This design comes from an exercise in tuning for small area and a short achievable clock period on the open sky130 flow, not from production work. RTL that was checked went through simulation tests only; none was proved equivalent to the original. No functional check of the RTL was part of runs 2 to 8. No activity file was given, so power comes from the tool's default toggle rates.

File: run.sh
#!/bin/bash
# synth_recipe.tcl (not shown) runs the flow's synth.tcl, then flattens the netlist and writes it again
# the make line also repeats each setting of config.mk as NAME=value (left out here)
make -C /OpenROAD-flow-scripts/flow DESIGN_CONFIG=/design/flow/config.mk WORK_HOME=/design/flow/orfs CLKGATE_MAP_FILE= SYNTH_SCRIPT=/design/flow/synth_recipe.tcl finish
File: config.mk
export PLATFORM = sky130hd
export DESIGN_NAME = fir_filter
export DESIGN_NICKNAME = fir_filter
export VERILOG_FILES = /design/flow/design.v
export SDC_FILE = /design/flow/constraint.sdc
export NUM_CORES = 4
export LEC_CHECK = 0
export CAP_MARGIN = 20
export CORE_MARGIN = 2
export CORE_UTILIZATION = 40
export SLEW_MARGIN = 20
File: constraint.sdc
create_clock -name core_clock -period 7.0 [get_ports {clk}]
set_input_delay 1.4000 -clock core_clock [delete_from_list [all_inputs] [get_ports {clk}]]
set_output_delay 1.4000 -clock core_clock [all_outputs]
set_load 0.01 [all_outputs]
File: design.v
`timescale 1ns/1ps
module fir_filter #(
    parameter DATA_WIDTH = 16,
    parameter TAPS       = 8
)(
    input  wire                      clk,
    input  wire                      rst,
    input  wire [DATA_WIDTH-1:0]     s_axis_tdata,
    input  wire                      s_axis_tvalid,
    output wire                      s_axis_tready,   
    input  wire                      s_axis_tlast,
    output reg  [DATA_WIDTH-1:0]     m_axis_tdata,
    output reg                       m_axis_tvalid,
    input  wire                      m_axis_tready,   
    output reg                       m_axis_tlast
);
    reg signed [DATA_WIDTH-1:0] coeffs [0:TAPS-1];
    integer i;
    initial begin
        coeffs[0] = 16'd2;
        coeffs[1] = 16'd4;
        coeffs[2] = 16'd6;
        coeffs[3] = 16'd8;
        coeffs[4] = 16'd6;
        coeffs[5] = 16'd4;
        coeffs[6] = 16'd2;
        coeffs[7] = 16'd1;
    end
    reg signed [DATA_WIDTH-1:0] shift_reg [0:TAPS-1];
    reg signed [2*DATA_WIDTH-1:0] acc;
    reg flushing;   
    reg [$clog2(TAPS):0] flush_count;   
    assign s_axis_tready = !flushing;
    always @(posedge clk) begin
        if (rst) begin
            m_axis_tdata    <= 0;
            m_axis_tvalid   <= 0;
            m_axis_tlast    <= 0;
            flushing        <= 0;
            flush_count     <= 0;
            for (i = 0; i < TAPS; i = i + 1)
                shift_reg[i] <= 0;
        end else begin
            m_axis_tvalid <= 0;
            m_axis_tlast  <= 0;
            if (s_axis_tvalid && !flushing) begin
                for (i = TAPS-1; i > 0; i = i - 1)
                    shift_reg[i] <= shift_reg[i-1];
                shift_reg[0] <= s_axis_tdata;
                acc = 0;
                for (i = 0; i < TAPS; i = i + 1)
                    acc = acc + shift_reg[i] * coeffs[i];
                m_axis_tdata  <= acc[DATA_WIDTH-1:0];
                m_axis_tvalid <= 1;
                if (s_axis_tlast) begin
                    flushing    <= 1;
                    flush_count <= TAPS - 1;  
                end
            end 
            else if (flushing) begin
                for (i = TAPS-1; i > 0; i = i - 1)
                    shift_reg[i] <= shift_reg[i-1];
                shift_reg[0] <= 0;
                acc = 0;
                for (i = 0; i < TAPS; i = i + 1)
                    acc = acc + shift_reg[i] * coeffs[i];
                m_axis_tdata  <= acc[DATA_WIDTH-1:0];
                m_axis_tvalid <= 1;
                if (flush_count == 0) begin
                    m_axis_tlast <= 1;
                    flushing    <= 0;
                end else begin
                    flush_count <= flush_count - 1;
                end
            end
        end
    end
endmodule
==> flow_summary.yaml, run 1 <==
timing:
  setup-violations-final: 0
  final_max_slew_viol_count: 0
  tightest_slew_ns: 1.04
  fmax_mhz: 157
  timing.final.crit_share: 0.912
  rsz0062_at_grt: "no"
  setup_ws_ns: 0.616
  timing.setup.tns_ns: 0
  slew_headroom: 0.305
  skew_ns: 0.0100
  finalCriticalPeriod_ns: 6.38
  hold_viol_final: 0
pwr:
  p_clk_frac: 0.441
  p_per_area_nw_per_um2: 177
  switchingPower_uw: 595
  swShare: 0.292
  p_int_uw: 1450
  power.leakage_uw: 0.00550
  ir_drop_uv: 119
  seqPwrFrac: 0.443
  comb_power_share: 0.116
synthesis:
  synth.cell_area_um2: 10300
  ys_warn_count: 2
  seq_area_frac_synth: 0.293
  async_flop_share: 0
  syn_nets: 1420
  synth_ff_type: "dfxtp_1"
  synth_cell_types: 38
  postSynthCellCount: 1140
  synth_edf_count: 0
  synth-seq-cells: 151
  avgSynthCellArea_um2: 9.04
finish:
  multiInputGateArea_um2: 6470
  final_cell_mix: "nand2_1 (246), inv_1 (172), ha_1 (170)"
  seqCellArea_um2: 3020
  syn2layout_area_growth_pct: 12.1
  final_common_cell: "nand2_1"
  antenna_cells: 0
  fillerInstances: 2457
  largest_reg_flops: 128
  final_nets: 1436
  drive_above_1_share: 0.0385
drt:
  drtPass1Iterations: 4
  wire_per_inst_um: 14.0
  drt_iter0_drc: 360
  postRouteWirelength_um: 21000
  ant_nets: 0
  vias_per_cell: 4.77
  post-route-drc-count: 0
  dr_total_vias: 7146
clock_tree:
  cts_made_buffers: 17
  cts_hold_buf: 0
  clkSlewWorstSetupHoldPaths_ns: 0.07
  post-cts-setup-buffer-count: 0
  cts.htree.levels: 4
  ctsLongestPathBuffers: 2
  clock_latency_ns: 0.44
  cts-resized-gates: 0
  cts-root-buf: "clkbuf_16"
  cts_tree: "built"
  clock_sinks: 151
floorplanning:
  core_area_um2: 25300
  rows: 58
  die_w_um: 165
  die_height_um: 165
  initial_utilization: 0.408
  pin_count: 40
  die_area_um2: 27100
worst_setup_path:
  worstSetupStartpointType: "flop"
  crit_family: "adder cells"
  crit_type: "reg2reg"
  crit_slowest_cell: "fa_1"
  crit_chain: "ha_1 > ha_1 > ha_1 > ha_1 > ha_1 > inv_1 > fa_1 > inv_1 > fa_1 > fa_1 > fa_1 > inv_1 > fa_1 > inv_1 > ha_1 > a21o_1 > a21oi_2 > o211ai_2 > a21o_1 > o311a_1 > or3_1 > a311oi_1"
  cp_max_fo: 4
  worst-path-buf-inv: 4
  cp-end-kind: "flop"
  critPathRequiredTime_ns: 7.34
  cp_common_cell: "ha_1"
  slowest_delay_ns: 0.54
  critPathArrivalTime_ns: 6.73
placement:
  hpwl_um: 15400
  io_buffer_count: 38
  gp_congestion: 0.796
  place_ws_ns: 0.579
job:
  max_cap_viol_count: 0
hold_path:
  min_path_type: "reg2reg"
global_routing:
  grt_pass1_vias: 6927
  grt_first_pass_wirelength_um: 35000
  grt.total_usage: 0.167
  grt_overflow: 0
  grt_antenna_before_repair: 0
  grt_start_max_net_pins: 101
outcome:
  status: "no timing/DRC/antenna violations"
## Yosys cell counts, drive strengths merged, types with 3 or more instances
master | number | area (um2)
a21o | 6 | 45.0
mux2i | 16 | 160
nor2 | 28 | 105
nor3 | 4 | 20.0
nand2 | 246 | 923
ha | 170 | 2130
a21oi | 133 | 681
and2 | 3 | 18.8
xor2 | 10 | 87.6
dfxtp | 151 | 3020
a211oi | 3 | 22.5
inv | 172 | 646
fa | 89 | 1780
clkbuf | 43 | 161
buf | 4 | 15.0
or4 | 3 | 22.5
nand4b | 3 | 26.3
xnor2 | 29 | 254
o21ai | 4 | 20.0
nand3 | 3 | 15.0
## per-stage QoR
stage                     instances  total power (uW)  hold slack, ns  utilization  cell area, um2
after CTS                      1498              2070           0.455        0.457           11500
after floorplan                1140              1080           0.432            -           10300
final                          1499              2040           0.451        0.458           11600
after detailed placement       1466              1170           0.445        0.434           11000
after global routing           1499              2140           0.472        0.458           11600
after global placement         1466              1160           0.438        0.434           11000
## routing by layer
layer / part of all wire / up-vias / wire [um] / track usage
met5: 0 / - / 0 / 0
met4: 0.017 / 0 / 358 / 0.0510
met1: 0.44 / 3402 / 9330 / 0.204
met2: 0.52 / 73 / 10900 / 0.300
li1: - / 3649 / - / -
met3: 0.021 / 22 / 446 / 0.0266
## tightest hold or removal path, cell delays in order (launching register included)
cell and delay (ns):
dfxtp_1 0.31, nand2_1 0.05, a21oi_1 0.05
## power groups by stage
stage | clock network (uW) | registers, uW | logic, uW
floorplan | 0 | 919 | 164
global route | 959 | 906 | 272
CTS | 927 | 904 | 243
finish | 900 | 903 | 237
detailed placement | 0 | 924 | 241
global placement | 0 | 925 | 239
## worst paths after layout
path / start / slack, ns / endpoint / depth (start not counted)
min: shift_reg[7][13] / 0.45 / shift_reg[7][13] / 2
max reg2reg: shift_reg[4][5] / 0.62 / m_axis_tdata[15] / 22
min reg2reg: shift_reg[7][13] / 0.45 / shift_reg[7][13] / 2
max: shift_reg[4][5] / 0.62 / m_axis_tdata[15] / 22
## cell type report
class / count / area share
clock buffer: 18 / 0.0371
tap: 330 / 0.0357
clock inverter: 14 / 0.0115
multi-input combinational: 770 / 0.560
inverter: 172 / 0.0559
sequential: 151 / 0.262
timing repair buffer: 44 / 0.0383
## kinds of logic (layout without fill, tap and decap cells)
family,Yosys count,in the layout,synth area share
adder cells (fa/ha/maj),259,259,0.379
flip-flops,151,151,0.293
XOR/XNOR,39,39,0.0331
multiplexers,16,16,0.0155
AO/OA/AOI/OAI,157,157,0.0837
buffers and inverters,219,248,0.0797
AND/OR/NAND/NOR,299,299,0.115
==> run 2, diff against run 1 <==
==> design.v (replaced) <==
`timescale 1ns/1ps
module fir_filter #(
    parameter DATA_WIDTH = 16,
    parameter TAPS       = 8
)(
    input  wire                      clk,
    input  wire                      rst,
    input  wire [DATA_WIDTH-1:0]     s_axis_tdata,
    input  wire                      s_axis_tvalid,
    output wire                      s_axis_tready,   
    input  wire                      s_axis_tlast,
    output reg  [DATA_WIDTH-1:0]     m_axis_tdata,
    output reg                       m_axis_tvalid,
    input  wire                      m_axis_tready,   
    output reg                       m_axis_tlast
);
    reg [15:0] s0, b1, b2, b3, b4, b5, b6, b7;
    reg       flushing;
    reg [2:0] flush_count;
    assign s_axis_tready = !flushing;
    wire step = s_axis_tvalid | flushing;
    wire [15:0] x = flushing ? 16'd0 : s_axis_tdata;
    wire [15:0] s0x2 = {s0[14:0], 1'b0};
    wire [15:0] s0x4 = {s0[13:0], 2'b0};
    wire [15:0] s0x8 = {s0[12:0], 3'b0};
    wire [15:0] s0x6 = s0x4 + s0x2;
    always @(posedge clk) begin
        m_axis_tdata <= s0x2 + b1;
        if (rst) begin
            s0 <= 0; b1 <= 0; b2 <= 0; b3 <= 0;
            b4 <= 0; b5 <= 0; b6 <= 0; b7 <= 0;
        end else if (step) begin
            s0 <= x;
            b1 <= s0x4 + b2;
            b2 <= s0x6 + b3;
            b3 <= s0x8 + b4;
            b4 <= s0x6 + b5;
            b5 <= s0x4 + b6;
            b6 <= s0x2 + b7;
            b7 <= s0;
        end
        if (rst) begin
            m_axis_tvalid <= 0;
            m_axis_tlast  <= 0;
            flushing      <= 0;
            flush_count   <= 0;
        end else begin
            m_axis_tvalid <= step;
            m_axis_tlast  <= flushing && flush_count == 0;
            if (!flushing) begin
                if (s_axis_tvalid && s_axis_tlast) begin
                    flushing    <= 1;
                    flush_count <= 3'd7;
                end
            end else begin
                if (flush_count == 0)
                    flushing <= 0;
                flush_count <= flush_count - 1'b1;
            end
        end
    end
endmodule
==> run 2 against run 1 <==
Effect of this change:
- cell count shrank 1.9%
- hold slack got worse by 0.092 ns
- sequential share of layout area is 2.2 points higher
- largest cell class unchanged
==> flow_summary.yaml, run 2 <==
synthesis:
  async_flop_share: 0
  avgSynthCellArea_um2: 8.33
  synth.cell_area_um2: 9340
  synth_edf_count: 0
  synth_ff_type: "dfxtp_1"
  synth.most_common_cell: "nand2_1"
  yosysTopAreaCell: "dfxtp_1"
  seq_area_frac_synth: 0.321
  syn_nets: 1262
  synthTopCellsByArea: "dfxtp_1 (32%), ha_1 (15%), a21oi_1 (7.7%)"
  postSynthCellCount: 1122
  ys_warn_count: 1
  synth_commonest_cells: "nand2_1 (168), dfxtp_1 (150), a21oi_1 (143)"
  synth_cell_types: 53
  synth-seq-cells: 150
  netlist.area_leader.share: 0.321
timing:
  hold_viol_final: 0
  rsz0062_at_grt: "no"
  timing.setup.tns_ns: 0
  skew_ns: 0.0113
  finalCriticalPeriod_ns: 4.42
  tightest_slew_ns: 0.826
  timing.final.crit_share: 0.631
  setup-violations-final: 0
  final_max_slew_viol_count: 0
  fmax_mhz: 226
  slew_headroom: 0.449
placement:
  placed_area_um2: 10000
  hpwl_um: 15500
  io_buffer_count: 38
  gp_congestion: 0.834
worst_setup_path:
  crit_slowest_cell: "dfxtp_1"
  worstSetupStartpointType: "flop"
  worstRegToRegCells: 18
  r2r_start: "s0[1]"
  cp_max_fo: 11
  crit_family: "compound AO/OA/AOI/OAI gates"
  rr_endpoint: "b2[15]"
  crit_type: "reg2reg"
  critPathArrivalTime_ns: 4.74
  crit_chain: "ha_1 > fa_1 > a21o_1 > a21oi_1 > o21bai_1 > a21oi_1 > o21ai_0 > a31oi_1 > xnor2_1 > ha_1 > and4_1 > a21oi_1 > o21ai_0 > a21o_1 > a21oi_1 > xor2_1 > xnor2_1 > a22o_1"
  slowest_delay_ns: 0.49
  cp_common_cell: "a21oi_1"
  worst-path-buf-inv: 0
  cp-end-kind: "flop"
  regToRegSetupSlack_ns: 2.58
  critPathRequiredTime_ns: 7.32
finish:
  fillerInstances: 2215
  syn2layout_area_growth_pct: 13.6
  final_cell_mix: "nand2_1 (168), dfxtp_1 (150), a21oi_1 (143)"
  final_nets: 1284
  antenna_cells: 0
  design_area_um2: 10600
  drive_above_1_share: 0.0415
  finalCoreUtilization: 0.466
  final_common_cell: "nand2_1"
floorplanning:
  rows: 55
  die_area_um2: 24600
  core_area_um2: 22800
  initial_utilization: 0.410
  pin_count: 40
  die_w_um: 157
  die_height_um: 157
pwr:
  ir_drop_uv: 160
  p_per_area_nw_per_um2: 229
  power.leakage_uw: 0.00463
drt:
  drtPass1Iterations: 5
  wire_per_inst_um: 14.6
  post-route-drc-count: 0
  ant_nets: 0
  drt_iter0_drc: 350
  dr_total_vias: 7750
  vias_per_cell: 5.27
  postRouteWirelength_um: 21500
hold_path:
  worstHoldStart: "b1[0]"
  min_path_type: "reg2reg"
  whs_path_depth: 0
  hold_path_end: "m_axis_tdata[0]"
clock_tree:
  cts_made_buffers: 17
  cts-resized-gates: 0
  post-cts-setup-buffer-count: 0
  clkSlewWorstSetupHoldPaths_ns: 0.07
  cts-root-buf: "clkbuf_16"
  clock_latency_ns: 0.43
  cts_hold_buf: 0
  clock_sinks: 150
  ctsLongestPathBuffers: 2
  cts_tree: "built"
  cts.htree.levels: 4
global_routing:
  grt_antenna_before_repair: 0
  grt.total_usage: 0.180
  grt_first_pass_wirelength_um: 35500
  grt_overflow: 0
  grt_start_max_net_pins: 72
  grt_pass1_vias: 7430
outcome:
  status: "no timing/DRC/antenna violations"
job:
  max_cap_viol_count: 0
-- run 2: cell types whose count changed after synthesis, sizes merged, moves of 11 or more --
cell    before  now
a211oi       3   22
ha         170  111
o21ai        4   43
a21o         6   32
inv        172   37
nor2b        0   11
a22o         0   14
a21oi      133  147
nor2        28   86
o21bai       2   14
fa          89    8
nor3         4   22
nand2      246  168
xnor2       29   73
-- run 2: kinds of logic (layout without fill, tap and decap cells) --
group,after synthesis,count (layout),synth area share
DFF,150,150,0.321
AOI/OAI and AO/OA,332,332,0.224
and+or+nand+nor,332,332,0.152
muxes,19,19,0.0204
buffers and inverters,81,116,0.0325
xor gates and xnor gates,89,89,0.0834
adders and majority gates,119,119,0.166
-- run 2: routing by layer --
layer	vias up	track usage	routed length [um]
met5	-	0	0
met4	0	0.0524	387
met3	23	0.0321	554
met2	88	0.307	9840
met1	3608	0.231	10700
li1	4031	-	-
-- run 2: report_power, final --
group	internal, uW	switching (uW)	total (uW)	leakage, uW
Sequential	928	54.4	982	0.00123
Clock	507	413	921	0.000289
Combinational	236	288	524	0.00311
-- run 2: worst max-delay path by stage --
stage | from | endpoint | slack (ns) | depth (start not counted)
floorplan | s0[1] | b2[15] | 3.21 | 18
global placement | s0[1] | b2[15] | 2.70 | 18
detailed placement | s0[1] | b2[15] | 2.62 | 18
CTS | s0[1] | b2[15] | 2.60 | 18
global route | s0[1] | b2[15] | 2.33 | 18
finish | s0[1] | b2[15] | 2.58 | 18
-- run 2: worst reg2reg max path, cell delays in order, from the launching register on --
cell and delay [ns]:
dfxtp_1 0.49, ha_1 0.33, fa_1 0.42, a21o_1 0.20, a21oi_1 0.21, o21bai_1 0.10, a21oi_1 0.30, o21ai_0 0.19
a31oi_1 0.22, xnor2_1 0.25, ha_1 0.34, and4_1 0.18, a21oi_1 0.14, o21ai_0 0.10, a21o_1 0.17, a21oi_1 0.18
xor2_1 0.19, xnor2_1 0.09, a22o_1 0.20
-- run 2: cell type report --
cell class	instances	area [um2]	area share
multi-input cells	891	6050	0.570
flip-flops and latches	150	3000	0.283
repair buffers	45	430	0.0406
clock buffers	18	429	0.0405
well taps	313	392	0.0369
clock inverters	14	159	0.0150
inverters	39	146	0.0138
-- run 2: stage by stage --
| stage | instances | power (uW) | setup WS, ns | hold slack, ns |
|---|---|---|---|---|
| floorplan | 1122 | 1380 | 3.21 | 0.331 |
| global placement | 1438 | 1520 | 2.70 | 0.335 |
| detailed placement | 1438 | 1520 | 2.62 | 0.351 |
| CTS | 1470 | 2450 | 2.60 | 0.362 |
| global route | 1470 | 2560 | 2.33 | 0.363 |
| finish | 1470 | 2430 | 2.58 | 0.359 |
==> run 3, diff against run 2 <==
--- a/config.mk
+++ b/config.mk
@@ -7,2 +7,3 @@
 export LEC_CHECK = 0
+export ABC_CLOCK_PERIOD_IN_PS = 2500
 export CAP_MARGIN = 20
@@ -10,2 +11,3 @@
 export CORE_UTILIZATION = 40
+export SETUP_SLACK_MARGIN = 4.5
 export SLEW_MARGIN = 20
==> run 3 against run 2 <==
Effect of this change:
- synthesized cell count did not move
- global-route usage rose by 3.0 points
- critical path depth did not move
- sequential power barely moved
- maximum frequency rose by 21%
- worst setup slack improved by 0.76 ns
- utilization rose by 7.3 points
- die area did not move
- clock power fell by 4.1%
- flip-flop and latch count did not move
- non-clock buffer count rose by 79
==> flow_summary.yaml, run 3 <==
outcome:
  status: "no timing/DRC/antenna violations"
floorplanning:
  die_height_um: 157
  rows: 55
  die_area_um2: 24600
  pin_count: 40
  initial_utilization: 0.410
  die_w_um: 157
  core_area_um2: 22800
pwr:
  p_clk_frac: 0.348
  p_per_area_nw_per_um2: 207
  swShare: 0.325
  power.leakage_uw: 0.00531
  ir_drop_uv: 165
  comb_power_share: 0.265
  p_int_uw: 1710
  seqPwrFrac: 0.388
  switchingPower_uw: 826
finish:
  final_common_cell: "nand2_1"
  fillerInstances: 2046
  drive_above_1_share: 0.219
  final_nets: 1366
  syn2layout_area_growth_pct: 31.3
  antenna_cells: 0
  final_cell_mix: "nand2_1 (165), dfxtp_1 (142), a21oi_1 (107)"
worst_setup_path:
  cp_max_fo: 4
  crit_type: "reg2reg"
  worstSetupStartpointType: "flop"
  critPathRequiredTime_ns: 7.32
  cp-end-kind: "flop"
  critPathArrivalTime_ns: 3.98
placement:
  hpwl_um: 15700
  place_ws_ns: 2.96
  io_buffer_count: 38
  gp_congestion: 0.862
global_routing:
  grt_start_max_net_pins: 66
  grt_overflow: 0
  grt_antenna_before_repair: 0
  grt_pass1_vias: 8038
  grt.total_usage: 0.210
  grt_first_pass_wirelength_um: 40600
timing:
  final_max_slew_viol_count: 0
  skew_ns: 0.0125
  tightest_slew_ns: 0.603
  timing.setup.tns_ns: 0
  slew_headroom: 0.598
  rsz0062_at_grt: "yes"
  setup-violations-final: 0
  timing.final.crit_share: 0.523
  finalCriticalPeriod_ns: 3.66
  setup_ws_ns: 3.34
  fmax_mhz: 273
  hold_viol_final: 0
synthesis:
  synth.cell_area_um2: 9340
  synth_cell_types: 53
  synth_ff_type: "dfxtp_1"
  async_flop_share: 0
  seq_area_frac_synth: 0.321
  yosysTopAreaCell: "dfxtp_1"
  avgSynthCellArea_um2: 8.33
  syn_nets: 1262
  netlist.area_leader.share: 0.321
  postSynthCellCount: 1122
  synth_commonest_cells: "nand2_1 (168), dfxtp_1 (150), a21oi_1 (143)"
  synth-seq-cells: 150
  ys_warn_count: 1
  synth.most_common_cell: "nand2_1"
  synth_edf_count: 0
  synthTopCellsByArea: "dfxtp_1 (32%), ha_1 (15%), a21oi_1 (7.7%)"
drt:
  drtPass1Iterations: 4
  drt_iter0_drc: 521
  wire_per_inst_um: 16.3
  dr_total_vias: 8245
  postRouteWirelength_um: 25300
  vias_per_cell: 5.31
  post-route-drc-count: 0
  ant_nets: 0
clock_tree:
  cts_tree: "built"
  clock_latency_ns: 0.43
  cts-root-buf: "clkbuf_16"
  clock_sinks: 150
  cts_made_buffers: 17
  ctsLongestPathBuffers: 2
  clkSlewWorstSetupHoldPaths_ns: 0.07
  cts.htree.levels: 4
hold_path:
  min_path_type: "reg2reg"
job:
  max_cap_viol_count: 0
run 3: cell types whose count changed in the layout (fill, tap and decap cells not counted), moves of 15 or more:
cell / before / now
clkdlybuf4s50_1: 37 / 17
dlygate4sd2_1: 0 / 18
buf_4: 8 / 62
a21oi_1: 143 / 107
o21ai_0: 36 / 18
a21oi_2: 4 / 38
ha_1: 111 / 96
buf_6: 0 / 17
run 3: cell families (layout without fill, tap and decap cells):
group | count (synthesis) | count (layout) | synth area share
compound gates | 332 | 332 | 0.224
simple gates | 332 | 335 | 0.152
buf+inv | 81 | 195 | 0.0325
mux | 19 | 19 | 0.0204
flops | 150 | 150 | 0.321
fa+ha+maj | 119 | 119 | 0.166
xor+xnor | 89 | 89 | 0.0834
run 3: worst max-delay path, cell delays in order, from the launching register on:
cell and delay [ns]:
dfxtp_4 0.38, ha_4 0.18, fa_2 0.33, a21o_1 0.20, a21oi_2 0.15, o21bai_1 0.10
a21oi_2 0.22, o21ai_2 0.09, a31oi_2 0.24, xnor2_2 0.21, ha_1 0.32, and4_1 0.17
a21oi_1 0.13, o21ai_1 0.08, a21o_1 0.18, a21oi_2 0.13, xor2_1 0.18, xnor2_1 0.08
a22o_1 0.17
run 3: power groups by stage:
stage	clock [uW]	combinational (uW)	sequential, uW
after floorplan	0	402	991
after global placement	0	527	1000
after detailed placement	0	534	1000
after CTS	901	622	982
after global routing	933	741	992
final	883	672	984
run 3: cell type report:
class                   count  area (um2)  share of cell area
well taps                 313         392              0.0319
clock inverters            13         111             0.00908
repair buffers            124        1170              0.0951
multi-input cells         894        6980               0.569
flip-flops and latches    150        3030               0.247
inverters                  39         153              0.0124
clock buffers              19         443              0.0361
run 3: final timing paths:
path / from / endpoint / slack (ns) / depth (start not counted)
worst max-delay path: s0[1] / b2[15] / 3.34 / 18
worst min-delay path: b1[0] / m_axis_tdata[0] / 0.35 / 0
worst max register to register: s0[1] / b2[15] / 3.34 / 18
worst min register to register: b1[0] / m_axis_tdata[0] / 0.35 / 0
run 3: timing repair:
action                                  4_1_cts  5_1_grt
endpoints found under the setup margin      151       82
gates resized for setup                     136       86
hold buffers                                  0        0
buffers inserted                             62       16
pin swaps                                   103       74
cloned                                        4        0
run 3: through the flow:
| stage | power (uW) | cells | area (um2) | util | hold WS, ns |
|---|---|---|---|---|---|
| floorplan | 1390 | 1122 | 9490 | - | 0.331 |
| global placement | 1530 | 1438 | 10100 | 0.445 | 0.335 |
| detailed placement | 1540 | 1438 | 10100 | 0.445 | 0.337 |
| CTS | 2500 | 1536 | 11700 | 0.515 | 0.352 |
| global route | 2670 | 1552 | 12300 | 0.539 | 0.357 |
| finish | 2540 | 1552 | 12300 | 0.539 | 0.352 |
run 3: per-layer routing:
layer  part of all wire  global-route usage
met4              0.020              0.0765
met1               0.46               0.265
met5                  0                   0
met3              0.035              0.0318
met2               0.48               0.360
==> run 4, diff against run 3 <==
--- a/design.v
+++ b/design.v
@@ -25,3 +25,2 @@
     wire [15:0] s0x8 = {s0[12:0], 3'b0};
-    wire [15:0] s0x6 = s0x4 + s0x2;
     always @(posedge clk) begin
@@ -34,5 +33,5 @@
             b1 <= s0x4 + b2;
-            b2 <= s0x6 + b3;
+            b2 <= s0x4 + s0x2 + b3;
             b3 <= s0x8 + b4;
-            b4 <= s0x6 + b5;
+            b4 <= s0x4 + s0x2 + b5;
             b5 <= s0x4 + b6;
==> run 4 against run 3 <==
Effect of this change:
- highest routed layer unchanged
- wire length is 0.45% higher
- cell area grew 0.34%
- hold slack got worse by 0.0022 ns
- sequential power barely moved
- non-clock buffer count is 1 lower
- maximum frequency increased by 0.65%
- register-to-register slack improved by 0.02 ns
- still clean
- sequential share of layout area about the same
- synthesized cell count is 0.18% lower
==> flow_summary.yaml, run 4 <==
outcome:
  status: "no timing/DRC/antenna violations"
global_routing:
  grt_antenna_before_repair: 0
  grt_overflow: 0
  grt_start_max_net_pins: 61
  grt.total_usage: 0.201
  grt_first_pass_wirelength_um: 39400
  grt_pass1_vias: 7913
worst_setup_path:
  cp_max_fo: 4
  critPathArrivalTime_ns: 3.97
  worst-path-buf-inv: 1
  slowest_delay_ns: 0.38
  cp_common_cell: "a21oi_2"
  cp-end-kind: "flop"
  crit_family: "compound AO/OA/AOI/OAI gates"
  crit_chain: "ha_4 > fa_2 > a21o_1 > a21oi_2 > o21bai_1 > a21oi_2 > buf_4 > o21bai_1 > a21oi_1 > xnor2_1 > ha_1 > a21oi_2 > o21bai_1 > a22oi_2 > a21oi_2 > xor2_1 > xnor2_1 > a22o_1"
  critPathRequiredTime_ns: 7.34
  crit_type: "reg2reg"
  worstSetupStartpointType: "flop"
  crit_slowest_cell: "dfxtp_4"
synthesis:
  postSynthCellCount: 1120
  seq_area_frac_synth: 0.318
  netlist.area_leader.share: 0.318
  yosysTopAreaCell: "dfxtp_1"
  synth_cell_types: 58
  ys_warn_count: 1
  synthTopCellsByArea: "dfxtp_1 (32%), ha_1 (15%), a21oi_1 (7.5%)"
  synth.most_common_cell: "nand2_1"
  synth_ff_type: "dfxtp_1"
  synth-seq-cells: 150
  synth_commonest_cells: "nand2_1 (170), dfxtp_1 (150), a21oi_1 (141)"
  synth.cell_area_um2: 9440
  avgSynthCellArea_um2: 8.43
  async_flop_share: 0
  synth_edf_count: 0
  syn_nets: 1260
clock_tree:
  cts_made_buffers: 17
  cts-root-buf: "clkbuf_16"
  ctsLongestPathBuffers: 2
  cts_tree: "built"
  clkSlewWorstSetupHoldPaths_ns: 0.07
  cts.htree.levels: 4
  clock_latency_ns: 0.44
  clock_sinks: 150
  cts_hold_buf: 0
timing:
  hold_viol_final: 0
  rsz0062_at_grt: "yes"
  finalCriticalPeriod_ns: 3.64
  timing.setup.tns_ns: 0
  final_max_slew_viol_count: 0
  timing.final.crit_share: 0.519
  slew_headroom: 0.493
  fmax_mhz: 275
  setup-violations-final: 0
  skew_ns: 0.0120
  setup_ws_ns: 3.36
  tightest_slew_ns: 0.760
finish:
  finalCoreUtilization: 0.528
  syn2layout_area_growth_pct: 30.4
  antenna_cells: 0
  multiInputGateArea_um2: 7000
  fillerInstances: 2120
  seqCellArea_um2: 3040
  final_nets: 1361
  final_cell_mix: "nand2_1 (168), dfxtp_1 (140), a21oi_1 (105)"
  final_common_cell: "nand2_1"
  drive_above_1_share: 0.233
pwr:
  ir_drop_uv: 184
  power.leakage_uw: 0.00535
  p_clk_frac: 0.361
  p_per_area_nw_per_um2: 209
  comb_power_share: 0.258
  seqPwrFrac: 0.381
  switchingPower_uw: 822
  swShare: 0.319
  finalPower_uw: 2580
  p_int_uw: 1760
placement:
  hpwl_um: 15600
  gp_congestion: 0.840
  place_ws_ns: 3.13
  io_buffer_count: 38
drt:
  postRouteWirelength_um: 25400
  ant_nets: 0
  dr_total_vias: 8250
  wl_met2_um: 12600
  drt_iter0_drc: 409
  top_layer_used: "met4"
  drtPass1Iterations: 5
  wl_met3_um: 868
  wl_met1_um: 11600
  post-route-drc-count: 0
  vias_per_cell: 5.31
  wire_per_inst_um: 16.4
floorplanning:
  die_w_um: 158
  pin_count: 40
  die_height_um: 158
  die_area_um2: 24900
  rows: 56
  initial_utilization: 0.405
  core_area_um2: 23300
hold_path:
  min_path_type: "reg2reg"
job:
  max_cap_viol_count: 0
==> run 4: layout make-up <==
| class | count | share of cell area |
|---|---|---|
| Tap cell | 319 | 0.0324 |
| Timing Repair Buffer | 123 | 0.0951 |
| Inverter | 30 | 0.00945 |
| Clock inverter | 13 | 0.0110 |
| Multi-Input combinational cell | 899 | 0.569 |
| Clock buffer | 19 | 0.0369 |
| Sequential cell | 150 | 0.247 |
==> run 4: path summary, 6_finish.rpt <==
| path | from | endpoint | slack (ns) | cells past startpoint |
|---|---|---|---|---|
| setup / recovery | s0[1] | b2[15] | 3.36 | 18 |
| setup reg to reg | s0[1] | b2[15] | 3.36 | 18 |
| hold reg to reg | b1[0] | m_axis_tdata[0] | 0.35 | 0 |
| hold / removal | b1[0] | m_axis_tdata[0] | 0.35 | 0 |
==> run 4: what timing repair did <==
action                                  CTS  global route
setup buffers                            48            27
endpoints found under the setup margin  136           106
cloned                                    3             2
resized for setup                       122           100
pin swaps                                73           114
==> run 4: logic make-up after synthesis <==
family                     synth area share
and+or+nand+nor                       0.168
AOI/OAI and AO/OA                     0.215
DFF                                   0.318
adders and majority gates             0.164
xor gates and xnor gates             0.0890
buffers and inverters                0.0290
muxes                                0.0170
==> run 4: stage by stage <==
step / cells / instance area (um2) / hold WS [ns]
2_1_floorplan: 1120 / 9530 / 0.331
3_3_place_gp: 1441 / 10200 / 0.335
3_5_place_dp: 1441 / 10200 / 0.338
4_1_cts: 1524 / 11600 / 0.349
5_1_grt: 1553 / 12300 / 0.366
6_report: 1553 / 12300 / 0.349
==> run 4: per-layer routing <==
metal,vias to the layer above,global-route usage
met2,165,0.345
met3,30,0.0285
met4,0,0.0632
met5,-,0
met1,3874,0.260
li1,4181,-
==> run 4: power groups by stage <==
stage | Sequential, uW | Combinational [uW] | Clock, uW
2_1_floorplan | 990 | 396 | 0
3_3_place_gp | 1000 | 520 | 0
3_5_place_dp | 1000 | 526 | 0
4_1_cts | 983 | 590 | 944
5_1_grt | 992 | 729 | 986
6_report | 983 | 664 | 931
==> run 5, diff against run 4 <==
--- a/design.v
+++ b/design.v
@@ -22,7 +22,19 @@
     wire [15:0] x = flushing ? 16'd0 : s_axis_tdata;
-    wire [15:0] s0x2 = {s0[14:0], 1'b0};
-    wire [15:0] s0x4 = {s0[13:0], 2'b0};
-    wire [15:0] s0x8 = {s0[12:0], 3'b0};
+    wire [15:0] y, n1, n2, n3, n4, n5, n6;
+    fir_add #(15) a_y (.a(s0[14:0]), .b(b1[15:1]), .s(y[15:1]));
+    assign y[0] = b1[0];
+    fir_add #(14) a_1 (.a(s0[13:0]), .b(b2[15:2]), .s(n1[15:2]));
+    assign n1[1:0] = b2[1:0];
+    fir_add3 #(15) a_2 (.a({s0[13:0], 1'b0}), .b(s0[14:0]), .c(b3[15:1]), .s(n2[15:1]));
+    assign n2[0] = b3[0];
+    fir_add #(13) a_3 (.a(s0[12:0]), .b(b4[15:3]), .s(n3[15:3]));
+    assign n3[2:0] = b4[2:0];
+    fir_add3 #(15) a_4 (.a({s0[13:0], 1'b0}), .b(s0[14:0]), .c(b5[15:1]), .s(n4[15:1]));
+    assign n4[0] = b5[0];
+    fir_add #(14) a_5 (.a(s0[13:0]), .b(b6[15:2]), .s(n5[15:2]));
+    assign n5[1:0] = b6[1:0];
+    fir_add #(15) a_6 (.a(s0[14:0]), .b(b7[15:1]), .s(n6[15:1]));
+    assign n6[0] = b7[0];
     always @(posedge clk) begin
-        m_axis_tdata <= s0x2 + b1;
+        m_axis_tdata <= y;
         if (rst) begin
@@ -32,8 +44,8 @@
             s0 <= x;
-            b1 <= s0x4 + b2;
-            b2 <= s0x4 + s0x2 + b3;
-            b3 <= s0x8 + b4;
-            b4 <= s0x4 + s0x2 + b5;
-            b5 <= s0x4 + b6;
-            b6 <= s0x2 + b7;
+            b1 <= n1;
+            b2 <= n2;
+            b3 <= n3;
+            b4 <= n4;
+            b5 <= n5;
+            b6 <= n6;
             b7 <= s0;
@@ -61 +73,42 @@
 endmodule
+module fir_add #(
+    parameter W = 16
+)(
+    input  wire [W-1:0] a,
+    input  wire [W-1:0] b,
+    output wire [W-1:0] s
+);
+    localparam L = $clog2(W);
+    wire [W-1:0] g [0:L];
+    wire [W-1:0] p [0:L];
+    assign g[0] = a & b;
+    assign p[0] = a ^ b;
+    genvar l, i;
+    generate
+        for (l = 0; l < L; l = l + 1) begin : lvl
+            for (i = 0; i < W; i = i + 1) begin : bt
+                if ((i >> l) & 1) begin : merge
+                    localparam integer J = ((i >> l) << l) - 1;
+                    assign g[l+1][i] = g[l][i] | (p[l][i] & g[l][J]);
+                    assign p[l+1][i] = p[l][i] & p[l][J];
+                end else begin : pass
+                    assign g[l+1][i] = g[l][i];
+                    assign p[l+1][i] = p[l][i];
+                end
+            end
+        end
+    endgenerate
+    assign s = p[0] ^ {g[L][W-2:0], 1'b0};
+endmodule
+module fir_add3 #(
+    parameter W = 16
+)(
+    input  wire [W-1:0] a,
+    input  wire [W-1:0] b,
+    input  wire [W-1:0] c,
+    output wire [W-1:0] s
+);
+    wire [W-1:0] hs = a ^ b ^ c;
+    wire [W-1:0] hc = (a & b) | (a & c) | (b & c);
+    fir_add #(W) add (.a(hs), .b({hc[W-2:0], 1'b0}), .s(s));
+endmodule
==> run 5 against run 4 <==
Effect of this change:
- still clean on timing, DRC and antenna
- clock-buffer cell count increased by 1
- clock power increased by 8%
- maximum frequency up 31%
- worst setup slack better by 0.86 ns
- via count shrank 13%
- utilization down 2.3 points
- total power increased by 0.14%
- non-clock buffer count decreased by 23
- flip-flop and latch count unchanged
- critical path type unchanged
- critical endpoint is now b4[9]
- largest power group is now clock
==> flow_summary.yaml, run 5 <==
clock_tree:
  cts_tree: "built"
  clkSlewWorstSetupHoldPaths_ns: 0.07
  clock_latency_ns: 0.43
  cts.htree.levels: 4
  cts_made_buffers: 17
  clock_sinks: 150
  ctsLongestPathBuffers: 2
  cts-root-buf: "clkbuf_16"
finish:
  final_nets: 1260
  seqCellArea_um2: 3050
  syn2layout_area_growth_pct: 24.5
  multiInputGateArea_um2: 6230
  fillerInstances: 2120
  drive_above_1_share: 0.192
  final_cell_mix: "nand2_1 (165), dfxtp_1 (135), a21oi_1 (98)"
  antenna_cells: 0
  final_common_cell: "nand2_1"
timing:
  setup-violations-final: 0
  final_max_slew_viol_count: 0
  skew_ns: 0.00749
  setup_ws_ns: 4.22
  rsz0062_at_grt: "yes"
  slew_headroom: 0.387
  fmax_mhz: 360
  timing.final.crit_share: 0.397
  hold_viol_final: 0
  tightest_slew_ns: 0.918
  timing.setup.tns_ns: 0
  finalCriticalPeriod_ns: 2.78
synthesis:
  yosysTopAreaCell: "dfxtp_1"
  synth_edf_count: 0
  synth_cell_types: 56
  avgSynthCellArea_um2: 8.99
  synth.cell_area_um2: 9150
  synthTopCellsByArea: "dfxtp_1 (33%), ha_1 (12%), fa_1 (11%)"
  async_flop_share: 0
  synth_ff_type: "dfxtp_1"
  netlist.area_leader.share: 0.328
  synth-seq-cells: 150
  postSynthCellCount: 1018
  synth.most_common_cell: "nand2_1"
  seq_area_frac_synth: 0.328
  syn_nets: 1182
  ys_warn_count: 4
  synth_commonest_cells: "nand2_1 (168), dfxtp_1 (150), a21oi_1 (109)"
floorplanning:
  pin_count: 40
  die_height_um: 155
  die_area_um2: 24100
  rows: 55
  initial_utilization: 0.405
  die_w_um: 155
  core_area_um2: 22600
drt:
  dr_total_vias: 7150
  wire_per_inst_um: 14.9
  vias_per_cell: 5.13
  postRouteWirelength_um: 20800
  drtPass1Iterations: 4
  drt_iter0_drc: 371
  post-route-drc-count: 0
  ant_nets: 0
placement:
  hpwl_um: 12600
  place_ws_ns: 2.38
  gp_congestion: 0.798
  io_buffer_count: 38
pwr:
  finalPower_uw: 2580
  p_per_area_nw_per_um2: 227
  power.leakage_uw: 0.00479
  ir_drop_uv: 166
worst_setup_path:
  slowest_delay_ns: 0.58
  crit_type: "reg2reg"
  worstRegToRegCells: 8
  rr_endpoint: "b4[9]"
  critPathRequiredTime_ns: 7.35
  worstSetupStartpointType: "flop"
  crit_family: "adder cells"
  r2r_start: "s0[1]"
  startpoint: "s0[1]"
  regToRegSetupSlack_ns: 4.22
  cp_common_cell: "fa_1"
  worst-path-buf-inv: 0
  cp_max_fo: 6
  crit_chain: "fa_1 > ha_4 > a211oi_4 > o21bai_4 > or4_4 > nand2_2 > fa_1 > a211oi_1"
  path_depth: 8
  cp-end-kind: "flop"
  crit_path_end: "b4[9]"
  crit_slowest_cell: "fa_1"
  critPathArrivalTime_ns: 3.12
global_routing:
  grt.total_usage: 0.180
  grt_overflow: 0
  grt_start_max_net_pins: 75
  grt_antenna_before_repair: 0
  grt_first_pass_wirelength_um: 34400
  grt_pass1_vias: 7093
job:
  max_cap_viol_count: 0
hold_path:
  min_path_type: "reg2reg"
  whs_path_depth: 0
outcome:
  status: "no timing/DRC/antenna violations"
-- run 5: area by class of cell --
cell class,instances,area share
multi-input cells,768,0.547
flip-flops and latches,150,0.268
inverters,59,0.0200
repair buffers,100,0.0766
clock buffers,20,0.0429
clock inverters,12,0.0141
well taps,285,0.0313
-- run 5: cell families (layout without fill, tap and decap cells) --
family,after synthesis,count (layout),share of synthesized area
simple gates,296,299,0.140
compound gates,247,247,0.173
flops,150,150,0.328
fa+ha+maj,143,143,0.238
buf+inv,103,191,0.0428
xor+xnor,62,62,0.0593
mux,17,17,0.0186
-- run 5: through the flow --
step                      instance area (um2)  instances  hold WS (ns)   util
after floorplan                          9250       1018         0.331      -
final                                   11400       1394         0.353  0.505
after global placement                   9850       1300         0.337  0.436
after global routing                    11400       1394         0.378  0.505
after detailed placement                 9850       1300         0.343  0.436
after CTS                               11100       1382         0.356  0.492
-- run 5: worst reg2reg max path, cell delays in order (launching register included) --
cell	delay, ns
dfxtp_4	0.39
fa_1	0.59
ha_4	0.23
a211oi_4	0.26
o21bai_4	0.10
or4_4	0.44
nand2_2	0.09
fa_1	0.40
a211oi_1	0.19
-- run 5: where the power goes --
part           switching (uW)  internal [uW]
clock network             393            617
registers                57.5            930
logic                     310            274
total                     761           1820
-- run 5: worst min path at each step --
| stage | start | end | slack, ns |
|---|---|---|---|
| after floorplan | b1[0] | m_axis_tdata[0] | 0.33 |
| after global placement | b1[0] | m_axis_tdata[0] | 0.34 |
| after detailed placement | b1[0] | m_axis_tdata[0] | 0.34 |
| after CTS | b1[0] | m_axis_tdata[0] | 0.36 |
| after global routing | b1[0] | m_axis_tdata[0] | 0.38 |
| final | b1[0] | m_axis_tdata[0] | 0.35 |
-- run 5: layer usage --
layer,global-route usage,vias up,part of all wire
met5,0,-,0
met4,0.0537,0,0.014
met3,0.0348,23,0.047
met2,0.300,110,0.47
met1,0.239,3350,0.47
li1,-,3667,-
-- run 5: repair_timing --
| item | 4_1_cts | 5_1_grt |
|---|---|---|
| gates resized for setup | 83 | 41 |
| hold endpoints to repair | 0 | 0 |
| pin swaps | 41 | 52 |
| hold buffers | 0 | 0 |
| cloned | 3 | 0 |
| setup endpoints to repair | 155 | 49 |
| buffers inserted | 47 | 12 |
==> run 6, diff against run 5 <==
--- a/config.mk
+++ b/config.mk
@@ -11,2 +11,4 @@
 export CORE_UTILIZATION = 40
+export CTS_BUF_LIST = sky130_fd_sc_hd__clkbuf_8
+export CTS_CLUSTER_SIZE = 30
 export SETUP_SLACK_MARGIN = 4.5
==> run 6 against run 5 <==
Effect of this change:
- hold slack improved by 0.0054 ns
- flip-flop and latch count did not move
- die area did not move
- clock-buffer cell count fell by 2
- non-clock buffer count fell by 1
- maximum frequency fell by 0.62%
- utilization fell by 0.85 points
- global-route usage fell by 0.074 points
- sequential share of layout area rose by 0.48 points
- cell count barely moved
- cell area fell by 1.7%
- critical path depth did not move
- critical endpoint unchanged
- largest power group is now sequential cells
==> flow_summary.yaml, run 6 <==
drt:
  postRouteWirelength_um: 20600
  ant_nets: 0
  drtPass1Iterations: 4
  post-route-drc-count: 0
  dr_total_vias: 7153
  vias_per_cell: 5.13
  wire_per_inst_um: 14.8
  drt_iter0_drc: 337
hold_path:
  hold_path_end: "m_axis_tdata[0]"
  whs_path_depth: 0
  min_path_type: "reg2reg"
  worstHoldStart: "b1[0]"
synthesis:
  synth_ff_type: "dfxtp_1"
  synth.most_common_cell: "nand2_1"
  ys_warn_count: 4
  netlist.area_leader.share: 0.328
  syn_nets: 1182
  postSynthCellCount: 1018
  avgSynthCellArea_um2: 8.99
  yosysTopAreaCell: "dfxtp_1"
  seq_area_frac_synth: 0.328
  synth_cell_types: 56
  async_flop_share: 0
  synthTopCellsByArea: "dfxtp_1 (33%), ha_1 (12%), fa_1 (11%)"
  synth_commonest_cells: "nand2_1 (168), dfxtp_1 (150), a21oi_1 (109)"
  synth-seq-cells: 150
  synth_edf_count: 0
  synth.cell_area_um2: 9150
finish:
  drive_above_1_share: 0.190
  syn2layout_area_growth_pct: 22.4
  antenna_cells: 0
  final_nets: 1259
  design_area_um2: 11200
  finalCoreUtilization: 0.496
  final_common_cell: "nand2_1"
  final_cell_mix: "nand2_1 (164), dfxtp_1 (135), a21oi_1 (98)"
floorplanning:
  initial_utilization: 0.405
  core_area_um2: 22600
  pin_count: 40
  rows: 55
  die_area_um2: 24100
  die_w_um: 155
  die_height_um: 155
worst_setup_path:
  r2r_start: "s0[2]"
  cp-end-kind: "flop"
  critPathArrivalTime_ns: 3.17
  cp_max_fo: 4
  regToRegSetupSlack_ns: 4.21
  worstSetupStartpointType: "flop"
  worstRegToRegCells: 8
  crit_type: "reg2reg"
  critPathRequiredTime_ns: 7.38
  rr_endpoint: "b4[9]"
global_routing:
  met2_usage: 0.298
  grt_overflow: 0
  grt_antenna_before_repair: 1
  grt_use_met3: 0.0290
  grt.total_usage: 0.179
  grt_pass1_vias: 7106
  busiest_layer: "met2"
  grt_first_pass_wirelength_um: 34300
  grt_start_max_net_pins: 75
  grt_util_met1: 0.238
clock_tree:
  cts_hold_buf: 0
  cts_tree: "built"
  cts.htree.levels: 4
  cts-root-buf: "clkbuf_8"
  clock_latency_ns: 0.47
  clkSlewWorstSetupHoldPaths_ns: 0.09
  cts_made_buffers: 17
  clock_sinks: 150
  ctsLongestPathBuffers: 2
pwr:
  swShare: 0.308
  p_int_uw: 1640
  seqPwrFrac: 0.416
  comb_power_share: 0.245
  finalPower_uw: 2370
  p_clk_frac: 0.339
  p_per_area_nw_per_um2: 211
  ir_drop_uv: 117
  power.leakage_uw: 0.00470
  switchingPower_uw: 728
timing:
  setup_ws_ns: 4.21
  final_max_slew_viol_count: 0
  timing.setup.tns_ns: 0
  skew_ns: 0.0140
  tightest_slew_ns: 0.864
  slew_headroom: 0.424
  finalCriticalPeriod_ns: 2.79
  setup-violations-final: 0
  fmax_mhz: 358
  timing.final.crit_share: 0.399
  rsz0062_at_grt: "yes"
  hold_viol_final: 0
placement:
  io_buffer_count: 38
  placed_area_um2: 9850
  place_ws_ns: 2.38
  gp_congestion: 0.798
  hpwl_um: 12600
job:
  max_cap_viol_count: 0
outcome:
  status: "no timing/DRC/antenna violations"
run 6: cell count changes in the layout (fill, tap and decap cells not counted), sizes merged:
cell,delta
clkdlybuf4s15,+3
dlygate4sd2,-3
bufinv,+2
clkbuf,-2
buf,-1
run 6: through the flow:
step / cells / hold WS (ns)
after floorplan: 1018 / 0.331
after global placement: 1300 / 0.337
after detailed placement: 1300 / 0.343
after CTS: 1380 / 0.360
after global routing: 1393 / 0.382
final: 1393 / 0.359
run 6: how the worst max path moves through the flow:
stage                   from  endpoint  cells after the start
4_1_cts                s0[2]     b4[9]                      8
3_3_place_gp   s_axis_tvalid    b6[11]                      5
5_1_grt                s0[2]     b4[9]                      8
3_5_place_dp   s_axis_tvalid    b6[11]                      5
6_report               s0[2]     b4[9]                      8
2_1_floorplan          s0[4]     b4[9]                     10
run 6: power groups by stage:
stage	clock network, uW	registers (uW)	logic, uW
floorplan	0	1010	373
global placement	0	1010	479
detailed placement	0	1020	489
CTS	818	986	558
global route	850	997	653
finish	801	985	580
run 6: layer usage:
layer / up-vias / part of all wire
met1: 3370 / 0.49
li1: 3663 / -
met2: 89 / 0.46
met4: 0 / 0.017
met5: - / 0
met3: 31 / 0.027
run 6: worst max-delay path: stages, from the launching register on:
cell      delay, ns
dfxtp_4        0.38
fa_1           0.58
ha_4           0.23
a211oi_4       0.26
o21bai_2       0.13
or4_4          0.45
nand2_2        0.09
fa_1           0.40
a211oi_1       0.19
run 6: repair_timing:
item,4_1_cts,5_1_grt
pin swaps,45,48
setup buffers,45,13
resized for setup,93,35
gates cloned,3,0
setup endpoints to repair,155,77
run 6: cells by family after synthesis:
family	Yosys count	synth area share
simple gates	296	0.140
compound gates	247	0.173
flops	150	0.328
fa+ha+maj	143	0.238
buf+inv	103	0.0428
xor+xnor	62	0.0593
mux	17	0.0186
run 6: layout make-up:
class,count,area [um2]
Sequential cell,150,3060
Multi-Input combinational cell,768,6220
Inverter,59,225
Tap cell,285,357
Clock inverter,14,220
Clock buffer,18,248
Timing Repair Buffer,99,872
Fill cell,2135,11400
==> run 7, diff against run 6 <==
--- a/design.v
+++ b/design.v
@@ -16,3 +16,3 @@
 );
-    reg [15:0] s0, b1, b2, b3, b4, b5, b6, b7;
+    reg [15:0] s0, s1, t, r1, r2, r3, r4, r5, r6;
     reg       flushing;
@@ -22,17 +22,17 @@
     wire [15:0] x = flushing ? 16'd0 : s_axis_tdata;
-    wire [15:0] y, n1, n2, n3, n4, n5, n6;
-    fir_add #(15) a_y (.a(s0[14:0]), .b(b1[15:1]), .s(y[15:1]));
-    assign y[0] = b1[0];
-    fir_add #(14) a_1 (.a(s0[13:0]), .b(b2[15:2]), .s(n1[15:2]));
-    assign n1[1:0] = b2[1:0];
-    fir_add3 #(15) a_2 (.a({s0[13:0], 1'b0}), .b(s0[14:0]), .c(b3[15:1]), .s(n2[15:1]));
-    assign n2[0] = b3[0];
-    fir_add #(13) a_3 (.a(s0[12:0]), .b(b4[15:3]), .s(n3[15:3]));
-    assign n3[2:0] = b4[2:0];
-    fir_add3 #(15) a_4 (.a({s0[13:0], 1'b0}), .b(s0[14:0]), .c(b5[15:1]), .s(n4[15:1]));
-    assign n4[0] = b5[0];
-    fir_add #(14) a_5 (.a(s0[13:0]), .b(b6[15:2]), .s(n5[15:2]));
-    assign n5[1:0] = b6[1:0];
-    fir_add #(15) a_6 (.a(s0[14:0]), .b(b7[15:1]), .s(n6[15:1]));
-    assign n6[0] = b7[0];
+    wire [15:0] y, nt, n1, n2, n3, n4, n5;
+    fir_add3 #(15) a_y (.a(s0[14:0]), .b({s1[13:0], 1'b0}), .c(r1[15:1]), .s(y[15:1]));
+    assign y[0] = r1[0];
+    fir_add #(15) a_t (.a(s0[14:0]), .b(s0[15:1]), .s(nt[15:1]));
+    assign nt[0] = s0[0];
+    fir_add #(15) a_1 (.a(t[14:0]), .b(r2[15:1]), .s(n1[15:1]));
+    assign n1[0] = r2[0];
+    fir_add #(13) a_2 (.a(s1[12:0]), .b(r3[15:3]), .s(n2[15:3]));
+    assign n2[2:0] = r3[2:0];
+    fir_add #(15) a_3 (.a(t[14:0]), .b(r4[15:1]), .s(n3[15:1]));
+    assign n3[0] = r4[0];
+    fir_add #(14) a_4 (.a(s1[13:0]), .b(r5[15:2]), .s(n4[15:2]));
+    assign n4[1:0] = r5[1:0];
+    fir_add #(15) a_5 (.a(s1[14:0]), .b(r6[15:1]), .s(n5[15:1]));
+    assign n5[0] = r6[0];
     always @(posedge clk) begin
@@ -40,13 +40,14 @@
         if (rst) begin
-            s0 <= 0; b1 <= 0; b2 <= 0; b3 <= 0;
-            b4 <= 0; b5 <= 0; b6 <= 0; b7 <= 0;
+            s0 <= 0; s1 <= 0; t <= 0;
+            r1 <= 0; r2 <= 0; r3 <= 0; r4 <= 0; r5 <= 0; r6 <= 0;
         end else if (step) begin
             s0 <= x;
-            b1 <= n1;
-            b2 <= n2;
-            b3 <= n3;
-            b4 <= n4;
-            b5 <= n5;
-            b6 <= n6;
-            b7 <= s0;
+            s1 <= s0;
+            t  <= nt;
+            r1 <= n1;
+            r2 <= n2;
+            r3 <= n3;
+            r4 <= n4;
+            r5 <= n5;
+            r6 <= s1;
         end
==> run 7 against run 6 <==
Effect of this change:
- largest cell class unchanged
- flip-flop and latch count increased by 14
- cell area increased by 2.4%
- clock power decreased by 12%
- global-route usage increased by 0.091 points
- cell count increased by 6.1%
- die area increased by 4.7%
- maximum frequency increased by 8.8%
==> flow_summary.yaml, run 7 <==
outcome:
  status: "no timing/DRC/antenna violations"
timing:
  timing.final.crit_share: 0.367
  hold_viol_final: 0
  skew_ns: 0.0217
  final_max_slew_viol_count: 0
  timing.setup.tns_ns: 0
  setup_ws_ns: 4.43
  tightest_slew_ns: 0.601
  fmax_mhz: 389
  rsz0062_at_grt: "yes"
  setup-violations-final: 0
  slew_headroom: 0.599
  finalCriticalPeriod_ns: 2.57
clock_tree:
  cts-root-buf: "clkbuf_8"
  ctsLongestPathBuffers: 2
  clock_latency_ns: 0.47
  cts_made_buffers: 17
  clock_sinks: 164
  cts.htree.levels: 4
  cts_tree: "built"
  clkSlewWorstSetupHoldPaths_ns: 0.09
floorplanning:
  pin_count: 40
  initial_utilization: 0.408
  die_height_um: 159
  die_w_um: 159
  die_area_um2: 25200
  core_area_um2: 23500
  rows: 56
drt:
  vias_per_cell: 5.27
  wire_per_inst_um: 15.2
  wl_met1_um: 10800
  drt_iter0_drc: 435
  wl_met3_um: 693
  postRouteWirelength_um: 22400
  ant_nets: 0
  post-route-drc-count: 0
  wl_met2_um: 10500
  drtPass1Iterations: 4
  dr_total_vias: 7783
  top_layer_used: "met4"
synthesis:
  netlist.area_leader.share: 0.342
  avgSynthCellArea_um2: 8.83
  synth_compound_area_frac: 0.185
  synth_ff_type: "dfxtp_1"
  async_flop_share: 0
  synthSimpleGateAreaFrac: 0.163
  synthTopCellsByArea: "dfxtp_1 (34%), ha_1 (12%), fa_1 (8.4%)"
  synth_cell_types: 61
  synth-seq-cells: 164
  syn_nets: 1237
  yosysTopAreaCell: "dfxtp_1"
  postSynthCellCount: 1086
  synth_edf_count: 0
  synth_xor_area_frac: 0.0429
  synth_commonest_cells: "nand2_1 (176), dfxtp_1 (164), a21oi_1 (116)"
  synth.most_common_cell: "nand2_1"
  ys_warn_count: 4
  synth.area.mux_share: 0.0188
  synth.cell_area_um2: 9590
  seq_area_frac_synth: 0.342
  synth_top_family_by_area: "adder cells"
  synthAdderAreaFrac: 0.201
worst_setup_path:
  r2r_start: "s1[0]"
  startpoint: "s1[0]"
  rr_endpoint: "r5[9]"
  cp_common_cell: "fa_2"
  cp_max_fo: 6
  worstSetupStartpointType: "flop"
  critPathRequiredTime_ns: 7.39
  worst-path-buf-inv: 1
  crit_chain: "buf_12 > ha_4 > fa_2 > a211oi_4 > o21ai_2 > a21oi_2 > nor2b_1 > nor2_1 > fa_2 > a211oi_2"
  crit_family: "adder cells"
  regToRegSetupSlack_ns: 4.43
  slowest_delay_ns: 0.46
  worstRegToRegCells: 10
  critPathArrivalTime_ns: 2.96
  crit_type: "reg2reg"
  crit_slowest_cell: "fa_2"
  path_depth: 10
  cp-end-kind: "flop"
pwr:
  ir_drop_uv: 115
  p_per_area_nw_per_um2: 189
  power.leakage_uw: 0.00473
global_routing:
  grt_antenna_before_repair: 0
  grt.total_usage: 0.180
  grt_start_max_net_pins: 94
  grt_first_pass_wirelength_um: 37100
  grt_overflow: 0
  grt_pass1_vias: 7676
finish:
  final_nets: 1297
  antenna_cells: 0
  multiInputGateArea_um2: 6210
  final_cell_mix: "nand2_1 (175), dfxtp_1 (143), a21oi_1 (106)"
  fillerInstances: 2215
  final_common_cell: "nand2_1"
  fin_cells: 1478
  seqCellArea_um2: 3340
  drive_above_1_share: 0.160
  syn2layout_area_growth_pct: 19.7
hold_path:
  worstHoldStart: "r1[0]"
  whs_path_depth: 0
  min_path_type: "reg2reg"
  hold_path_end: "m_axis_tdata[0]"
job:
  max_cap_viol_count: 0
placement:
  gp_congestion: 0.795
  hpwl_um: 14400
  dp.cells: 1398
  place_ws_ns: 2.96
  io_buffer_count: 38
==> run 7: changes by cell type after synthesis, sizes merged, moves of 9 or more <==
cell	change
fa	-12
a211oi	-9
buf	+10
dfxtp	+14
nand3	+10
xnor2	-13
o211ai	+11
==> run 7: cell families after synthesis <==
family | count (synthesis)
flops | 164
mux | 18
buf+inv | 114
xor+xnor | 47
simple gates | 341
compound gates | 272
fa+ha+maj | 130
==> run 7: what timing repair did <==
action,4_1_cts,5_1_grt
setup endpoints to repair,172,84
pin swaps,32,47
gates cloned,5,0
buffers inserted,28,15
hold buffers,0,0
resized for setup,93,59
==> run 7: worst max path at each step <==
stage,endpoint,slack (ns)
after floorplan,r1[0],4.42
after global placement,r5[6],3.00
after detailed placement,r5[3],2.96
after CTS,m_axis_tdata[14],4.43
after global routing,m_axis_tdata[14],4.30
final,r5[9],4.43
==> run 7: per-layer routing <==
metal | up-vias | track usage
met4 | 0 | 0.0575
met5 | - | 0
met2 | 121 | 0.296
met3 | 26 | 0.0327
li1 | 3921 | -
met1 | 3715 | 0.241
==> run 7: area by class of cell <==
| type | count | share of cell area |
|---|---|---|
| Clock buffer | 18 | 0.0216 |
| Clock inverter | 14 | 0.0130 |
| Inverter | 63 | 0.0208 |
| Multi-Input combinational cell | 811 | 0.542 |
| Sequential cell | 164 | 0.291 |
| Tap cell | 319 | 0.0348 |
| Timing Repair Buffer | 89 | 0.0769 |
==> run 7: metrics by stage <==
step | instance area, um2 | utilization | hold slack (ns) | total power (uW)
2_1_floorplan | 9630 | - | 0.331 | 1320
4_1_cts | 11100 | 0.474 | 0.364 | 2170
3_3_place_gp | 10200 | 0.436 | 0.339 | 1440
3_5_place_dp | 10200 | 0.436 | 0.350 | 1440
5_1_grt | 11500 | 0.489 | 0.373 | 2290
6_report | 11500 | 0.489 | 0.364 | 2170
==> run 7: report_power, final <==
part	switching (uW)	leakage, uW	total [uW]	internal (uW)
logic	231	0.00318	420	189
clock network	377	0.000192	706	329
registers	49.3	0.00135	1040	995
==> run 8, diff against run 7 <==
--- a/config.mk
+++ b/config.mk
@@ -13,3 +13,3 @@
 export CTS_CLUSTER_SIZE = 30
-export SETUP_SLACK_MARGIN = 4.5
+export SETUP_SLACK_MARGIN = 5
 export SLEW_MARGIN = 20
==> run 8 against run 7 <==
Effect of this change:
- non-clock buffer count increased by 108
- area after synthesis unchanged
- cell area increased by 23%
- via count increased by 12%
- critical endpoint is now r3[9]
- register-to-register slack got worse by 0.04 ns
- worst setup slack got worse by 0.038 ns
- largest cell class unchanged
- largest power group unchanged
- die area unchanged
- clock-buffer cell count unchanged
- cell count increased by 7.6%
- sequential share of layout area decreased by 5.3 points
- combinational power increased by 55%
- flip-flop and latch count unchanged
==> flow_summary.yaml, run 8 <==
finish:
  drive_above_1_share: 0.391
  fin_cells: 1590
  final_cell_mix: "dfxtp_1 (137), nand2_1 (118), ha_1 (77)"
  antenna_cells: 0
  final_nets: 1409
  final_common_cell: "dfxtp_1"
  syn2layout_area_growth_pct: 46.6
worst_setup_path:
  slowest_delay_ns: 0.43
  cp-end-kind: "flop"
  worstSetupStartpointType: "flop"
  critPathRequiredTime_ns: 7.38
  cp_max_fo: 7
  crit_family: "adder cells"
  crit_slowest_cell: "fa_2"
  worst-path-buf-inv: 1
  crit_type: "reg2reg"
  critPathArrivalTime_ns: 2.98
  cp_common_cell: "fa_2"
  crit_chain: "buf_4 > ha_4 > fa_2 > a211oi_4 > o21ai_2 > a21oi_2 > nor2b_1 > nor2_2 > fa_2 > a211oi_1"
drt:
  vias_per_cell: 5.46
  post-route-drc-count: 0
  wl_met2_um: 14500
  wl_met3_um: 1490
  wire_per_inst_um: 18.7
  wl_met1_um: 13100
  top_layer_used: "met4"
  dr_total_vias: 8688
  drt_iter0_drc: 510
  ant_nets: 0
  drtPass1Iterations: 5
  postRouteWirelength_um: 29800
synthesis:
  synth_cell_types: 61
  synthTopCellsByArea: "dfxtp_1 (34%), ha_1 (12%), fa_1 (8.4%)"
  synth_ff_type: "dfxtp_1"
  postSynthCellCount: 1086
  avgSynthCellArea_um2: 8.83
  ys_warn_count: 4
  netlist.area_leader.share: 0.342
  seq_area_frac_synth: 0.342
  synth_commonest_cells: "nand2_1 (176), dfxtp_1 (164), a21oi_1 (116)"
  syn_nets: 1237
  synth.most_common_cell: "nand2_1"
  synth.cell_area_um2: 9590
  yosysTopAreaCell: "dfxtp_1"
  async_flop_share: 0
  synth-seq-cells: 164
  synth_edf_count: 0
placement:
  gp_congestion: 0.791
  place_ws_ns: 2.75
  hpwl_um: 14700
  dp.cells: 1397
  io_buffer_count: 38
floorplanning:
  die_height_um: 159
  initial_utilization: 0.408
  pin_count: 40
  die_w_um: 159
  core_area_um2: 23500
  rows: 56
  die_area_um2: 25200
pwr:
  ir_drop_uv: 128
  finalPower_uw: 2360
  power.leakage_uw: 0.00595
  p_per_area_nw_per_um2: 168
clock_tree:
  clkSlewWorstSetupHoldPaths_ns: 0.09
  ctsLongestPathBuffers: 2
  cts_tree: "built"
  cts-root-buf: "clkbuf_8"
  clock_latency_ns: 0.47
  cts_hold_buf: 0
  clock_sinks: 164
  cts.htree.levels: 4
  cts_made_buffers: 17
global_routing:
  grt_pass1_vias: 8336
  grt_overflow: 0
  grt_antenna_before_repair: 0
  grt_start_max_net_pins: 65
  grt.total_usage: 0.226
  grt_first_pass_wirelength_um: 45100
timing:
  finalCriticalPeriod_ns: 2.61
  timing.final.crit_share: 0.372
  rsz0062_at_grt: "yes"
  tightest_slew_ns: 0.512
  slew_headroom: 0.655
  skew_ns: 0.0174
  final_max_slew_viol_count: 0
  fmax_mhz: 384
  setup_ws_ns: 4.39
  setup-violations-final: 0
  timing.setup.tns_ns: 0
  hold_viol_final: 0
hold_path:
  min_path_type: "reg2reg"
outcome:
  status: "no timing/DRC/antenna violations"
job:
  max_cap_viol_count: 0
[run 8: layout make-up]
| cell class | instances | area [um2] |
|---|---|---|
| clock buffer | 18 | 248 |
| clock inverter | 14 | 113 |
| fill | 1889 | 9410 |
| inverter | 63 | 246 |
| multi-input combinational | 814 | 7300 |
| sequential | 164 | 3350 |
| tap | 319 | 399 |
| timing repair buffer | 197 | 2400 |
| timing repair inverter | 1 | 6.26 |
[run 8: final timing paths]
check	startpoint	end	slack, ns	depth (start not counted)
min	r1[0]	m_axis_tdata[0]	0.37	0
max reg2reg	s1[0]	r3[9]	4.39	10
max	s1[0]	r3[9]	4.39	10
min reg2reg	r1[0]	m_axis_tdata[0]	0.37	0
[run 8: repair_timing]
item | 4_1_cts | 5_1_grt
pin swaps | 138 | 150
gates cloned | 27 | 2
endpoints found under the setup margin | 177 | 154
resized for setup | 311 | 188
setup buffers | 94 | 38
hold endpoints to repair | 0 | 0
[run 8: routing by layer]
layer / GRT usage / up-vias
li1: - / 4173
met1: 0.302 / 4238
met2: 0.378 / 219
met3: 0.0347 / 58
met4: 0.0676 / 0
met5: 0 / -
[run 8: power by group]
group / switching, uW / total, uW / internal (uW)
Combinational: 328 / 651 / 323
Clock: 370 / 656 / 287
Sequential: 53.5 / 1050 / 995
Total: 751 / 2360 / 1610
[run 8: stage by stage]
step,instance area (um2),hold WS (ns),util
final,14100,0.366,0.599
after global routing,14100,0.371,0.599
after CTS,13000,0.362,0.552
after detailed placement,10400,0.340,0.444
after global placement,10400,0.344,0.443
after floorplan,10100,0.331,-
[run 8: cell families (layout without fill, tap and decap cells)]
| logic type | Yosys count | count (layout) | share of synthesized area |
|---|---|---|---|
| simple gates | 341 | 347 | 0.163 |
| compound gates | 272 | 272 | 0.185 |
| flops | 164 | 164 | 0.342 |
| fa+ha+maj | 130 | 130 | 0.201 |
| buf+inv | 114 | 293 | 0.0463 |
| xor+xnor | 47 | 47 | 0.0429 |
| mux | 18 | 18 | 0.0188 |

-- separate check: timing with driven ports --
No port has a modelled driver above. Below, the same layouts with a new extraction and two added sets of constraints.
Step 1: set_driving_cell puts a clkbuf_16 on clk and a buf_2 on each other input, an assumption about the parent block.
Step 2, shift: input delay + t, output delay - t, t = (earliest + latest rising clock arrival at the registers) / 2. This alone moves slack from input paths to output paths.
Three values: ideal ports, drivers, drivers and shift; two values: the first two.
| run | shift t [ns] | setup WS [ns] | pins driven straight from the clock port |
|---|---|---|---|
| run 1 | 0.477 | 0.616 / 0.616 / 0.616 | 1 |
| run 2 | 0.475 | 2.582 / 2.582 / 2.582 | 1 |
| run 3 | 0.475 | 3.340 / 3.340 / 3.340 | 1 |
| run 4 | 0.477 | 3.364 / 3.364 / 3.364 | 1 |
| run 5 | 0.472 | 4.223 / 4.223 / 4.145 | 1 |
| run 6 | 0.500 | 4.206 / 4.206 / 4.171 | 1 |
| run 7 | 0.504 | 4.431 / 4.431 / 4.146 | 1 |
| run 8 | 0.506 | 4.393 / 4.393 / 4.123 | 1 |
After both steps every run listed still meets setup and hold. The setup slack of run 7, which loses most, moves by 0.000 ns with the drivers and by -0.285 ns with both steps.
